What follows belongs to an exercise in optimizing a design on an open flow for small area; a production flow would make more cautious choices.
Only simulation tests tie the RTL to the original design; equivalence was not proved.
The flow treats the clock pin as an ideal source, which a real chip does not have.
Power is estimated from default activity; no workload was simulated.

the baseline:
==> module sd_slv_adg, before the edit <==
module sd_slv_adg (
  rst, clk, bus_width, read, ldad, adln,
  addr, shift, en_rom, sft, stop_en, readq, mem_enq, crc_enq
);
  input  rst;
  input  clk;
  input  [1:0] bus_width;  
  input        read     ;  
  input  [9:0] ldad     ;  
  input  [9:0] adln     ;  
  output [9:0] addr     ;  
  output       shift    ;  
  output       en_rom   ;  
  output       sft      ;  
  output       stop_en  ;  
  output       readq    ;  
  output       mem_enq  ;  
  output       crc_enq  ;  
  reg          readq    ;  
  reg          en_romq  ;  
  reg          en_rom   ;  
  wire         en_romi  ;  
  reg          sft      ;  
  wire         sfti     ;  
  reg          stop_en  ;  
  wire         stop_eni ;  
  reg    [9:0] addr     ;  
  wire   [9:0] addri    ;  
  reg    [9:0] addrend  ;  
  wire   [9:0] addrendi ;  
  reg    [1:0] bitCnt   ;  
  wire   [1:0] bitCnti  ;  
  reg   [10:0] bit1Cnt  ;  
  wire  [10:0] bit1Cnti ;  
  reg          shift    ;  
  wire         shifti   ;  
  reg    [9:0] add_lim;
  wire   [9:0] add_limi;
  reg    [3:0] crcCnt;
  wire   [3:0] crcCnti;
  reg          mem_enq;
  wire         mem_eni;
  reg          crc_enq;
  wire         crc_eni;
  wire         crc_endi;
  reg          crc_endq;
  assign crc_eni=
  (!crc_enq && en_rom && !en_romq) || 
  ( crc_enq && bit1Cnt !=  addrend         && bus_width == 2'b10) ||
  ( crc_enq && bit1Cnt != {addrend, 2'b00} && bus_width == 2'b00);
  assign mem_eni=en_rom;
  assign add_limi=(adln*2);
  assign addrendi=read ? (ldad + {adln[8:0], 1'b0}) : addrend;
  assign addri=
  read                                      ? ldad   :
  (en_rom && bus_width == 2'b10)            ? addr+1 :  
  (en_rom && bus_width == 2'b00 && &bitCnt) ? addr+1 :  
  addr;
  assign bitCnti=
  (bus_width == 2'b10          ) ?          2'b00 :
  (bus_width == 2'b00 && read  ) ? bitCnt + 2'b01 : 
  (bus_width == 2'b00 && en_rom) ? bitCnt + 2'b01 : 
  bitCnt;
  assign bit1Cnti=
  readq                                               ?           11'd1 :
  (bit1Cnt == {addrend, 2'b00} && bus_width == 2'b00) ?           11'd0 :
  (bit1Cnt ==  addrend         && bus_width == 2'b10) ?           11'd0 :
  (bit1Cnt   != 11'h0                               ) ? bit1Cnt + 11'd1 :
  bit1Cnt;
  assign shifti=
  (bitCnt != 2'b11 && bus_width == 2'b00) ? 1'b1 : 1'b0;
  assign en_romi=
  (!en_rom && read) || 
  ( en_rom && bit1Cnt != addrend          && bus_width == 2'b10) ||
  ( en_rom && bit1Cnt != {addrend, 2'b00} && bus_width == 2'b00);
  assign crc_endi=crcCnt != 4'd15;
  assign sfti=(
    (!sft && !crc_eni && crc_enq) ||  
    ( sft && crc_endq           )
  );
  assign stop_eni=~sfti & sft;
  assign crcCnti=
  (crcCnt != 4'd0) ? (crcCnt + 4'd1) :  
  sft              ?           4'd1  : crcCnt;
  always @ (posedge clk or posedge rst) begin
    if(rst) begin
      bitCnt  <=  2'h0;
      bit1Cnt <= 11'd0;
      en_rom  <=  1'b0;
      en_romq <=  1'b0;
      sft     <=  1'b0;
      stop_en <=  1'b0;
      crcCnt  <=  4'd0;
      crc_endq<=  1'b0;
      readq   <=  1'b0;  
      mem_enq <=  1'b0;
      crc_enq <=  1'b0;
    end
    else begin
      bitCnt  <= bitCnti;
      bit1Cnt <= bit1Cnti;
      en_romq <= en_rom;
      en_rom  <= en_romi;
      sft     <= sfti;
      stop_en <= stop_eni;
      crcCnt  <= crcCnti;
      crc_endq<= crc_endi;
      readq   <= read;  
      mem_enq <= mem_eni;
      crc_enq <= crc_eni;
    end
  end
  always @ (posedge clk) begin
    addr    <= addri;
    addrend <= addrendi;
    shift   <= shifti;
  end
endmodule
clock: 10.0 ns
lec_check: 0
cap_margin: 20
core_margin: 2
core_utilization: 70
place_density: 0.85
slew_margin: 20
standard.sh (not shown) runs the stock make flow with config.mk's settings and CLKGATE_MAP_FILE= SYNTH_SCRIPT=/design/flow/synth_recipe.tcl, a recipe that flattens the netlist after the stock synthesis.
==> flow/flow/run.sh <==
#!/bin/bash
# Own flow: the standard layout (standard.sh) with three changes.
# 1. After the standard synthesis, the combinational logic is mapped again
#    by Yosys/ABC for area (reopt.tcl). The flip-flops are left exactly as
#    the standard synthesis made them: same instances, names and cells.
# 2. The clock tree is built without dummy load cells, with sink clusters of
#    up to 30 registers within 100 um (CTS_ARGS replaces ORFS's
#    clock_tree_synthesis arguments).
# 3. The port buffers are the smallest buffer (BUFFER_PORTS_ARGS).
# Each tool's output goes to a log of its own in the work folder.
set -euo pipefail
export CTS_ARGS="-sink_clustering_enable -repair_clock_nets -sink_clustering_size 30 -sink_clustering_max_diameter 100 -dont_use_dummy_load -root_buf sky130_fd_sc_hd__clkbuf_8 -sink_clustering_buffer sky130_fd_sc_hd__clkbuf_16"
export BUFFER_PORTS_ARGS="-buffer_cell sky130_fd_sc_hd__buf_1"

bash standard.sh synth > synth.log 2>&1

R=orfs/results/sky130hd/sd_slv_top/base
cp "$R/1_2_yosys.v" 1_2_yosys_standard.v
YOSYS=yosys
if [[ -x "$FLOW_HOME/../tools/install/yosys/bin/yosys" ]]; then
  YOSYS="$FLOW_HOME/../tools/install/yosys/bin/yosys"
fi
export REOPT_LIB="$FLOW_HOME/platforms/sky130hd/lib/sky130_fd_sc_hd__tt_025C_1v80.lib"
export REOPT_IN=1_2_yosys_standard.v
export REOPT_OUT=1_2_yosys_reopt.v
"$YOSYS" -c flow/reopt.tcl > reopt.log 2>&1
cp 1_2_yosys_reopt.v "$R/1_2_yosys.v"
rm -f "$R/1_synth.odb" "$R/1_synth.sdc"

bash standard.sh > standard.log 2>&1
Other scripts of this flow, unchanged in this note and not shown: flow/flow/reopt.tcl
Edits applied to the flow inputs when going from the baseline to the candidate:
diff --git a/flow/design.v b/flow/design.v
--- a/flow/design.v
+++ b/flow/design.v
@@ -476,14 +476,12 @@
   reg    [1:0] bitCnt   ;  
   wire   [1:0] bitCnti  ;  
   reg   [10:0] bit1Cnt  ;  
   wire  [10:0] bit1Cnti ;  
   reg          shift    ;  
   wire         shifti   ;  
-  reg    [9:0] add_lim;
-  wire   [9:0] add_limi;
   reg    [3:0] crcCnt;
   wire   [3:0] crcCnti;
   reg          mem_enq;
   wire         mem_eni;
   reg          crc_enq;
   wire         crc_eni;
@@ -491,13 +489,12 @@
   reg          crc_endq;
   assign crc_eni=
   (!crc_enq && en_rom && !en_romq) || 
   ( crc_enq && bit1Cnt !=  addrend         && bus_width == 2'b10) ||
   ( crc_enq && bit1Cnt != {addrend, 2'b00} && bus_width == 2'b00);
   assign mem_eni=en_rom;
-  assign add_limi=(adln*2);
   assign addrendi=read ? (ldad + {adln[8:0], 1'b0}) : addrend;
   assign addri=
   read                                      ? ldad   :
   (en_rom && bus_width == 2'b10)            ? addr+1 :  
   (en_rom && bus_width == 2'b00 && &bitCnt) ? addr+1 :  
   addr;
### Flow results
When the candidate is set beside the baseline, its critical-path maximum fanout turns out to be 3 larger. Between the candidate and the baseline, it is the candidate whose fmax is lower, by about 1.3%. On pre-CTS worst setup slack: between the baseline and the candidate, it ends up higher for the candidate. The leakage component of the power of the baseline and that of the candidate are within noise of each other. Number of signal-net inverters in the final layout down 3 in the candidate wrt the baseline. Compared the candidate against the baseline; routing usage on met3 within noise. The baseline → the candidate: number of non-clock buffers lower; worst reg2reg path depth higher; global-route wire length before repair lower. As far as fraction of area in clock buffers and inverters is concerned, the candidate and the baseline perform about the same. Looking at the baseline and the candidate, the core utilization of the finished layout is a wash. On fraction of area in registers, the baseline and the candidate are neck and neck.

## static timing again, ports no longer ideal
No port has a modelled driver above. Below, the same layouts with a new extraction and two added sets of constraints.
Step 1, drivers: a clkbuf_16 drives CLK and a buf_2 each remaining input, both assumed.
Step 2 times the ports against the registers' clock, not the clock port: input delays grow and output delays shrink by t, the midpoint of the rising clock arrivals with the driver on.
Three values: ideal, step 1, step 2; two values: the first two.
run	t, ns	setup slack, ns	worst slew at a driven data input, ns
the baseline	0.524	6.498 / 6.490 / 6.498	0.03
the candidate	0.524	6.451 / 6.410 / 6.689	0.03
After both steps every run listed still meets setup and hold. Setup slack includes reset recovery checks.
